What follows belongs to an exercise in optimizing a design on an open flow for small area; a production flow would make more cautious choices. In this exercise RTL edits were held to simulation tests only and were not proved equivalent to the original. No driver is modelled on the clock port, so clock power and skew are understated where the tree is cut down; a real chip needs a root buffer or a tree. Power figures rest on the tool's default switching activity, not on a simulated workload.

==> job 2651: inputs <==
Design Pong, start of the top module:
module Pong (
   output j01,
   output j02,
   output j03,
   output j04,
   output j05,
   output j06,
   input j13,
   input j14,
   input j15,
   input j16,
   input j17,
   input j18,
   input clk_in,
   input rst_n
);
==> flow/config.mk <==
export PLATFORM = sky130hd
export DESIGN_NAME = Pong
export DESIGN_NICKNAME = Pong
export VERILOG_FILES = /design/flow/design.v
export SDC_FILE = /design/flow/constraint.sdc
export NUM_CORES = 4
export LEC_CHECK = 0
export CAP_MARGIN = 20
export CORE_MARGIN = 2
export CORE_UTILIZATION = 70
export SLEW_MARGIN = 20
==> flow/constraint.sdc <==
create_clock -name core_clock -period 10.0 [get_ports {clk_in}]
set_input_delay 2.0000 -clock core_clock [delete_from_list [all_inputs] [get_ports {clk_in}]]
set_output_delay 2.0000 -clock core_clock [all_outputs]
set_load 0.01 [all_outputs]
standard.sh (not shown) runs the stock make flow with config.mk's settings and CLKGATE_MAP_FILE= SYNTH_SCRIPT=/design/flow/synth_recipe.tcl, a recipe that flattens the netlist after the stock synthesis.
==> flow/flow/run.sh <==
#!/bin/bash
# Own layout flow: the standard synthesis, then the logic between the
# registers is re-mapped with a stronger ABC script (the registers, their
# names and cell types are kept), then the standard layout from the
# floorplan on. Each tool writes its output to a log file of its own.
set -euo pipefail
WORK=$(pwd)
FLOWDIR=$WORK/flow
R=$WORK/orfs/results/${FLOW_PLATFORM}/Pong/base
LIB=$FLOW_HOME/platforms/${FLOW_PLATFORM}/lib/sky130_fd_sc_hd__tt_025C_1v80.lib
# layout options (clock tree and port buffers)
source $FLOWDIR/opts.sh

# 1. standard synthesis
bash standard.sh synth > $WORK/log_1_synth.txt 2>&1
cp $R/1_2_yosys.v $WORK/1_2_yosys_standard.v

# 2. re-map the combinational logic
python3 $FLOWDIR/genlogic.py $LIB $WORK/cells_logic.v > $WORK/log_2_genlogic.txt 2>&1
DONT_USE=$(grep -o 'cell *( *"\?sky130_fd_sc_hd__\(lpflow\|probe\)[a-z0-9_]*' $LIB | sed 's/.*(\s*"\?//' | sed 's/^/-dont_use /' | tr '\n' ' ')
cat > $WORK/reabc.ys <<EOT
read_liberty -lib $LIB
read_verilog $WORK/cells_logic.v
read_verilog $WORK/1_2_yosys_standard.v
hierarchy -top $FLOW_TOP
rename -hide w:_* c:_*
flatten
techmap
opt -fast
stat
abc -liberty $LIB $DONT_USE -script $FLOWDIR/area.abc
read_liberty -lib -overwrite $LIB
opt_clean -purge
splitnets
opt_clean -purge
hilomap -singleton -hicell sky130_fd_sc_hd__conb_1 HI -locell sky130_fd_sc_hd__conb_1 LO
insbuf -buf sky130_fd_sc_hd__buf_4 A X
check -assert -mapped
stat -liberty $LIB
write_verilog -noattr -noexpr -nohex -nodec $R/1_2_yosys.v
EOT
yosys -s $WORK/reabc.ys > $WORK/log_2_reabc.txt 2>&1

# 3. standard layout from the synthesized netlist on
CTS_ARGS="$OPT_CTS_ARGS" BUFFER_PORTS_ARGS="$OPT_BUFFER_PORTS_ARGS" bash standard.sh finish > $WORK/log_3_layout.txt 2>&1
==> flow/flow/opts.sh <==
OPT_CTS_ARGS="-sink_clustering_enable -repair_clock_nets -dont_use_dummy_load -buf_list sky130_fd_sc_hd__clkbuf_8 -sink_clustering_size 30 -sink_clustering_max_diameter 80"
OPT_BUFFER_PORTS_ARGS="-buffer_cell sky130_fd_sc_hd__buf_1"
Other scripts of this flow, unchanged in this note and not shown: flow/flow/area.abc, flow/flow/genlogic.py
==> job 3513: changes against job 2651 <==
==> flow/flow/opts.sh (replaced) <==
OPT_CTS_ARGS="-sink_clustering_enable -repair_clock_nets -dont_use_dummy_load -buf_list sky130_fd_sc_hd__clkbuf_16 -sink_clustering_size 50 -sink_clustering_max_diameter 120"
OPT_BUFFER_PORTS_ARGS="-buffer_cell sky130_fd_sc_hd__buf_1"
==> metrics.cfg <==
[critical_path]
crit_path_end=rgb[1]$_SDFF_PP0_

[detailed_routing]
avgViaCountPerCell=6.42

[power_and_ir_drop]
p_clk_mw=0.371
max-vdd-ir-drop_uv=182
p_leak_nw=3.63

[grt]
grt_use_met2_pct=54.3

[layout]
fillers=1111
seq_share_pct=34.1
finalInstanceArea_mm2=0.0103

[run_status]
status=finished clean

(the above is from job 2651)
==> metrics.cfg <==
[power_and_ir_drop]
max-vdd-ir-drop_uv=134
p_leak_nw=3.72

[layout]
fillers=1066
seq_share_pct=33.5
finalInstanceArea_mm2=0.0105

[critical_path]
crit_path_end=rgb[2]$_SDFF_PP0_

[grt]
grt_use_met2_pct=55.1

[run_status]
status=finished clean

[detailed_routing]
avgViaCountPerCell=6.45

(the above is from job 3513)

---

==> inputs of job 6608 <==
Another version of the RTL of Pong (not shown whole).
export LEC_CHECK = 0
export CAP_MARGIN = 20
export CORE_MARGIN = 2
export CORE_UTILIZATION = 70
export SLEW_MARGIN = 20
create_clock -name core_clock -period 10.0 [get_ports {clk_in}]
==> flow/flow/run.sh <==
#!/bin/bash
# Own layout flow: the standard synthesis, then the logic between the
# registers is re-mapped with a stronger ABC script (the registers, their
# names and cell types are kept), then the standard layout from the
# floorplan on. Each tool writes its output to a log file of its own.
set -euo pipefail
WORK=$(pwd)
FLOWDIR=$WORK/flow
R=$WORK/orfs/results/${FLOW_PLATFORM}/Pong/base
LIB=$FLOW_HOME/platforms/${FLOW_PLATFORM}/lib/sky130_fd_sc_hd__tt_025C_1v80.lib
# layout options (clock tree and port buffers)
source $FLOWDIR/opts.sh

# 1. standard synthesis
bash standard.sh synth > $WORK/log_1_synth.txt 2>&1
cp $R/1_2_yosys.v $WORK/1_2_yosys_standard.v

# 2. re-map the combinational logic (four seeds of ABC's deepsyn, the
#    smallest result is kept)
python3 $FLOWDIR/genlogic.py $LIB $WORK/cells_logic.v > $WORK/log_2_genlogic.txt 2>&1
DONT_USE=$(grep -o 'cell *( *"\?sky130_fd_sc_hd__\(lpflow\|probe\)[a-z0-9_]*' $LIB | sed 's/.*(\s*"\?//' | sed 's/^/-dont_use /' | tr '\n' ' ')
for S in 1 2 3 4; do
  sed "s/@SEED@/$S/" $FLOWDIR/area.abc > $WORK/area_$S.abc
  cat > $WORK/reabc_$S.ys <<EOT
read_liberty -lib $LIB
read_verilog $WORK/cells_logic.v
read_verilog $WORK/1_2_yosys_standard.v
hierarchy -top $FLOW_TOP
rename -hide w:_* c:_*
flatten
techmap
opt -fast
abc -liberty $LIB $DONT_USE -script $WORK/area_$S.abc
read_liberty -lib -overwrite $LIB
opt_clean -purge
splitnets
opt_clean -purge
hilomap -singleton -hicell sky130_fd_sc_hd__conb_1 HI -locell sky130_fd_sc_hd__conb_1 LO
insbuf -buf sky130_fd_sc_hd__buf_4 A X
check -assert -mapped
tee -o $WORK/area_$S.txt stat -liberty $LIB
write_verilog -noattr -noexpr -nohex -nodec $WORK/reabc_$S.v
EOT
  yosys -s $WORK/reabc_$S.ys > $WORK/log_2_reabc_$S.txt 2>&1 &
done
wait
BEST=$(for S in 1 2 3 4; do
  if [[ -s $WORK/area_$S.txt && -s $WORK/reabc_$S.v ]]; then
    echo "$(grep 'Chip area' $WORK/area_$S.txt | awk '{print $NF}') $S"
  fi
done | sort -g | head -1 | awk '{print $2}')
echo "kept seed $BEST" > $WORK/log_2_choice.txt
cp $WORK/reabc_$BEST.v $R/1_2_yosys.v

# 3. standard layout from the synthesized netlist on
#    (after clock_tree_synthesis, flow/clock_tree.tcl replaces its tree with a
#    two-level one of fewer buffers)
POST_CTS_TCL=$FLOWDIR/clock_tree.tcl CTS_ARGS="$OPT_CTS_ARGS" BUFFER_PORTS_ARGS="$OPT_BUFFER_PORTS_ARGS" bash standard.sh finish > $WORK/log_3_layout.txt 2>&1
Other scripts of this flow, unchanged in this note and not shown: flow/flow/area.abc, flow/flow/clock_tree.tcl, flow/flow/genlogic.py, flow/flow/opts.sh
==> job 8836: changes against job 6608 <==
--- a/flow/design.v
+++ b/flow/design.v
@@ -132,19 +132,21 @@
 reg [7:0] ma, mb;       
 reg va_fast, vb_fast;   
 reg [1:0] ha, hb;       
 reg [2:0] Astatus, Bstatus;
 reg [2:0] power_type;
+localparam [2:0] S_N = 3'b010, T1 = 3'b000, T2 = 3'b001, T3 = 3'b011,
+                 T4 = 3'b111, T5 = 3'b110, T6 = 3'b100;
 reg [8:0] powercount;
 reg [8:0] poweroffcount;
 reg power_en, power_dir;
 reg [9:0] power_pos_x;
 reg py240;              
 reg [2:0] buzzcount;
 reg wall_col, pad_col;
-wire [1:0] ha_n = (Astatus == 3'd1) ? 2'd1 : (Astatus == 3'd4) ? 2'd2 : (Astatus == 3'd0) ? 2'd0 : ha;
-wire [1:0] hb_n = (Bstatus == 3'd1) ? 2'd1 : (Bstatus == 3'd4) ? 2'd2 : (Bstatus == 3'd0) ? 2'd0 : hb;
+wire [1:0] ha_n = (Astatus == T1) ? 2'd1 : (Astatus == T4) ? 2'd2 : (Astatus == S_N) ? 2'd0 : ha;
+wire [1:0] hb_n = (Bstatus == T1) ? 2'd1 : (Bstatus == T4) ? 2'd2 : (Bstatus == S_N) ? 2'd0 : hb;
 wire [9:0] e_hit = sub({2'b0, yk}, {2'b0, x_dir ? mb : ma});
 function ball_hit(input [9:0] e, input [1:0] h);
 	ball_hit = ~e[8] && ((h == 2'd1) ? lt(e, 10'd70) : (h == 2'd2) ? lt(e, 10'd25) : lt(e, 10'd45));
 endfunction
 function can_down(input [7:0] m, input [1:0] h);
@@ -156,18 +158,18 @@
 wire hit_y = ball_hit(e_hit, x_dir ? hb : ha);
 wire hitA = ~x_dir && lt(10'd20, x_ball) && lt(x_ball, 10'd32) && hit_y;
 wire hitB = x_dir && lt(10'd610, x_ball) && lt(x_ball, 10'd622) && hit_y;
 wire wallA = ~x_dir && lt(x_ball, 10'd5);
 wire wallB = x_dir && lt(10'd625, x_ball);
-wire upA = A_up ? (Astatus != 3'd5) : A_down ? (Astatus == 3'd5) : 1'b0;
-wire dnA = A_up ? (Astatus == 3'd5) : A_down ? (Astatus != 3'd5) : 1'b0;
-wire upB = B_up ? (Bstatus != 3'd5) : B_down ? (Bstatus == 3'd5) : 1'b0;
-wire dnB = B_up ? (Bstatus == 3'd5) : B_down ? (Bstatus != 3'd5) : 1'b0;
+wire upA = A_up ? (Astatus != T5) : A_down ? (Astatus == T5) : 1'b0;
+wire dnA = A_up ? (Astatus == T5) : A_down ? (Astatus != T5) : 1'b0;
+wire upB = B_up ? (Bstatus != T5) : B_down ? (Bstatus == T5) : 1'b0;
+wire dnB = B_up ? (Bstatus == T5) : B_down ? (Bstatus != T5) : 1'b0;
 wire oob = ~py240 || lt(power_pos_x, 10'd5) || lt(10'd618, power_pos_x);
 wire catchA = lt(10'd20, power_pos_x) && lt(power_pos_x, 10'd32) && catch_y(ma, ha_n);
 wire catchB = lt(10'd593, power_pos_x) && lt(power_pos_x, 10'd622) && catch_y(mb, hb_n);
-wire bad_type = (power_type == 3'd2) || (power_type == 3'd4) || (power_type == 3'd5) || (power_type == 3'd6);
+wire bad_type = ~(~power_type[2] && (power_type[1] == power_type[0]));
 wire poc_done = poweroffcount[8] & poweroffcount[2];
 wire clr = ~rst_n || (game_en && ~total_reset);
 wire tick = game_en && total_reset;
 wire pad_end = pad_col && (buzzcount >= 3'd3);
 wire wall_end = wall_col && (buzzcount >= 3'd6);
@@ -221,11 +223,11 @@
 wire power_spawn = &{powercount[8], powercount[7], powercount[4], powercount[0]};
 wire px_load = clr || (tick && (power_en ? (oob || catchA || catchB) : pc_end));
 wire px_move = tick && power_en;
 wire [9:0] px_sum = add(power_pos_x, {{9{px_move & ~power_dir}}, px_move}, 1'b0);
 wire [9:0] pc_sum = inc({1'b0, powercount}, tick);
-wire status_on = (Astatus != 3'd0) || (Bstatus != 3'd0);
+wire status_on = (Astatus != S_N) || (Bstatus != S_N);
 wire poc_clr = clr || (tick && (p_gone || (status_on && poc_done)));
 wire [9:0] poc_sum = inc({1'b0, poweroffcount}, tick && status_on);
 always @(posedge clk) begin
 	x_ball <= x_load ? 10'd315 : x_sum;
 	if (y_load) yk <= 8'd117;
@@ -244,36 +246,36 @@
 		xr_fast <= 1'b0;
 		va_fast <= 1'b0;
 		vb_fast <= 1'b0;
 		ha <= 2'd0;
 		hb <= 2'd0;
-		Astatus <= 3'd0;
-		Bstatus <= 3'd0;
-		power_type <= 3'd1;
+		Astatus <= S_N;
+		Bstatus <= S_N;
+		power_type <= T1;
 		power_en <= 1'b0;
 	end else if (game_en) begin
 		if (hit)
 			x_dir <= ~x_dir;
 		if (bounce)
 			y_dir <= ~y_dir;
 		if (poc_done) begin
-			Astatus <= 3'd0;
-			Bstatus <= 3'd0;
+			Astatus <= S_N;
+			Bstatus <= S_N;
 		end
 		ha <= ha_n;
-		if (Astatus == 3'd2) va_fast <= 1'b1;
-		else if (Astatus == 3'd0) va_fast <= 1'b0;
-		if (Astatus == 3'd3) xr_fast <= 1'b1;
-		else if (Astatus == 3'd0) xr_fast <= 1'b0;
+		if (Astatus == T2) va_fast <= 1'b1;
+		else if (Astatus == S_N) va_fast <= 1'b0;
+		if (Astatus == T3) xr_fast <= 1'b1;
+		else if (Astatus == S_N) xr_fast <= 1'b0;
 		hb <= hb_n;
-		if (Bstatus == 3'd2) vb_fast <= 1'b1;
-		else if (Bstatus == 3'd0) vb_fast <= 1'b0;
-		if (Bstatus == 3'd3) xl_fast <= 1'b1;
-		else if (Bstatus == 3'd0) xl_fast <= 1'b0;
+		if (Bstatus == T2) vb_fast <= 1'b1;
+		else if (Bstatus == S_N) vb_fast <= 1'b0;
+		if (Bstatus == T3) xl_fast <= 1'b1;
+		else if (Bstatus == S_N) xl_fast <= 1'b0;
 		if (power_spawn) begin
 			power_en <= 1'b1;
-			power_type <= (power_type == 3'd6) ? 3'd1 : power_type + 3'd1;
+			power_type <= {power_type[1:0], ~power_type[2]};
 		end
 		if (p_gone) begin
 			power_en <= 1'b0;
 			if (~oob) begin
 				if (catchA ^ bad_type)
@@ -316,13 +318,13 @@
 wire x_edge = (xpix == 10'd20) || (xpix == 10'd610);
 wire x_edge2 = (xpix == 10'd21) || (xpix == 10'd22) || (xpix == 10'd611) || (xpix == 10'd612);
 wire p_pad = (x_full && bA[0]) || (x_nar && (bA[1] || bA[2]));
 wire p_pad_s = (x_edge && bA[0]) || (x_edge2 && bA[2]) || (bA[3] && x_nar);
 wire [2:0] pstat = pad_sel ? Bstatus : Astatus;
-wire flickpad = (pstat == 3'd6);
-wire powerpad = (pstat != 3'd0);
-wire affectedpad = (pstat == 3'd5) || (pstat == 3'd4) || (pstat == 3'd2);
+wire flickpad = (pstat == T6);
+wire powerpad = (pstat != S_N);
+wire affectedpad = (pstat == T5) || (pstat == T4) || (pstat == T2);
 wire affectpowerup = power_en && bad_type;
 wire chk = gmv_flash && (xpix[4] ^ ypix[4]);
 wire x_left = lt(xpix, 10'd320);
 wire p_gameover = ~game_rst_n && chk && (lossA ? x_left : (lossB && ~x_left));
 wire y_scr = lt(10'd20, ypix) && lt(ypix, 10'd26);
==> flow/flow/run.sh (replaced) <==
#!/bin/bash
# Own layout flow: the standard synthesis, then the logic between the
# registers is re-mapped with a stronger ABC script (the registers, their
# names and cell types are kept), then the standard layout from the
# floorplan on. Each tool writes its output to a log file of its own.
set -euo pipefail
WORK=$(pwd)
FLOWDIR=$WORK/flow
R=$WORK/orfs/results/${FLOW_PLATFORM}/Pong/base
LIB=$FLOW_HOME/platforms/${FLOW_PLATFORM}/lib/sky130_fd_sc_hd__tt_025C_1v80.lib
# layout options (clock tree and port buffers)
source $FLOWDIR/opts.sh

# 1. standard synthesis
bash standard.sh synth > $WORK/log_1_synth.txt 2>&1
cp $R/1_2_yosys.v $WORK/1_2_yosys_standard.v

# 2. re-map the combinational logic with ABC's deepsyn: four seeds from the
#    standard netlist, then twice eight seeds from the smallest result so far
python3 $FLOWDIR/genlogic.py $LIB $WORK/cells_logic.v > $WORK/log_2_genlogic.txt 2>&1
DONT_USE=$(grep -o 'cell *( *"\?sky130_fd_sc_hd__\(lpflow\|probe\)[a-z0-9_]*' $LIB | sed 's/.*(\s*"\?//' | sed 's/^/-dont_use /' | tr '\n' ' ')
remap() {  # remap ROUND INPUT: writes reabc_ROUND_SEED.v and .area
  local RD=$1 IN=$2 S
  for S in 1 2 3 4; do
    sed "s/@SEED@/$((RD * 10 + S))/" $FLOWDIR/area.abc > $WORK/reabc_${RD}_$S.abc
    cat > $WORK/reabc_${RD}_$S.ys <<EOT
read_liberty -lib $LIB
read_verilog $WORK/cells_logic.v
read_verilog $IN
hierarchy -top $FLOW_TOP
rename -hide w:_* c:_*
flatten
techmap
opt -fast
abc -liberty $LIB $DONT_USE -script $WORK/reabc_${RD}_$S.abc
read_liberty -lib -overwrite $LIB
opt_clean -purge
splitnets
opt_clean -purge
hilomap -singleton -hicell sky130_fd_sc_hd__conb_1 HI -locell sky130_fd_sc_hd__conb_1 LO
insbuf -buf sky130_fd_sc_hd__buf_4 A X
check -assert -mapped
tee -o $WORK/reabc_${RD}_$S.area stat -liberty $LIB
write_verilog -noattr -noexpr -nohex -nodec $WORK/reabc_${RD}_$S.v
EOT
    yosys -s $WORK/reabc_${RD}_$S.ys > $WORK/log_2_reabc_${RD}_$S.txt 2>&1 &
  done
  wait
}
best() {  # the netlist with the smallest area among reabc_*.v
  local F
  for F in $WORK/reabc_*_*.v; do
    if [[ -s $F && -s ${F%.v}.area ]]; then
      echo "$(grep 'Chip area' ${F%.v}.area | awk '{print $NF}') $F"
    fi
  done | sort -g | head -1 | awk '{print $2}'
}
remap 1 $WORK/1_2_yosys_standard.v
B1=$(best)
remap 2 $B1
remap 3 $B1
B2=$(best)
remap 4 $B2
remap 5 $B2
BEST=$(best)
echo "rounds 1: $B1; 2-3: $B2; kept: $BEST" > $WORK/log_2_choice.txt
cp $BEST $R/1_2_yosys.v

# 3. standard layout from the synthesized netlist on
#    (after clock_tree_synthesis, flow/clock_tree.tcl replaces its tree with a
#    two-level one of fewer buffers)
POST_CTS_TCL=$FLOWDIR/clock_tree.tcl CTS_ARGS="$OPT_CTS_ARGS" BUFFER_PORTS_ARGS="$OPT_BUFFER_PORTS_ARGS" bash standard.sh finish > $WORK/log_3_layout.txt 2>&1
--- a/flow/config.mk
+++ b/flow/config.mk
@@ -5,7 +5,8 @@
 export SDC_FILE = /design/flow/constraint.sdc
 export NUM_CORES = 4
 export LEC_CHECK = 0
 export CAP_MARGIN = 20
 export CORE_MARGIN = 2
-export CORE_UTILIZATION = 70
+export CORE_UTILIZATION = 80
+export GPL_TIMING_DRIVEN = 0
 export SLEW_MARGIN = 20
==> comparison table <==
Instance count after placement with tap cells included: job 8836 1512; job 6608 1566
Maximum net fanout on the critical path: job 8836 22; job 6608 23
Number of cells traversed by the worst register-to-register path: job 8836 25; job 6608 27
Status: job 8836 complete, no violations; job 6608 complete, no violations
Via count of the first global-routing pass: job 8836 9461; job 6608 9061
Nets in the synthesized netlist: job 8836 1363; job 6608 1381
Hold path startpoint: job 8836 rst_cnt[1]; job 6608 rst_cnt[5]
FILL cells: job 8836 700; job 6608 1063
Wire length the detailed router placed on met1: job 8836 10650 um; job 6608 11290 um
Post-layout nets: job 8836 1393; job 6608 1413
Number of gates on the worst path with buffers counted: job 8836 25; job 6608 27
Clk Latency, worst-skew pair: job 8836 0.45 ns; job 6608 0.46 ns
Multi-input combinational cell count: job 8836 1006; job 6608 1002
Layout cell share with drive strength beyond 1: job 8836 1.157%; job 6608 1.212%
Worst R2R Setup Slack: job 8836 3.59 ns; job 6608 4.61 ns
Post-route insts no fill: job 8836 1526; job 6608 1579
Final design instance area without fill: job 8836 0.009801 sq mm; job 6608 0.009996 sq mm
Static leakage power: job 8836 3.266 nW; job 6608 3.335 nW
Largest stage delay on the critical path: job 8836 0.82 ns; job 6608 0.86 ns
Slew at the pin closest to its max-slew limit: job 8836 0.8038 ns; job 6608 0.9011 ns
Final WL: job 8836 26380 um; job 6608 26070 um
Dpl cell area: job 8836 0.009607 sq mm; job 6608 0.009816 sq mm
Multi-input combinational cell area: job 8836 0.005179 sq mm; job 6608 0.005246 sq mm
Worst vdd ir: job 8836 0.1815 mV; job 6608 0.1175 mV
No run of this note takes its clock network from TritonCTS; it comes from the design's own scripts or RTL.

## afterwards: timing with drivers on the ports
The results above use ideal ports. As a check the final layouts listed here were re-extracted and re-timed, cells and wires unchanged.
Step 1: set_driving_cell puts a clkbuf_16 on clk_in and a buf_2 on each other input, an assumption about the parent block.
Step 2 also shifts input and output timing later by t, the mid clock arrival at the registers, as if the neighbouring blocks saw the same clock.
Slacks: no drivers / after step 1 / after step 2; pairs: no drivers / after step 1.
run	t, ns	slack for setup (ns)	latest minus earliest clock arrival (ns)	worst slew at a driven data input, ns
job 2651	0.497	5.019 / 5.019 / 5.019	0.033 / 0.033	0.04
job 3513	0.463	5.014 / 5.014 / 5.014	0.022 / 0.022	0.04
job 6608	0.495	4.606 / 4.606 / 4.606	0.014 / 0.015	0.07
job 8836	0.479	3.592 / 3.592 / 3.592	0.021 / 0.022	0.03
After both steps setup and hold are still met in every run listed.
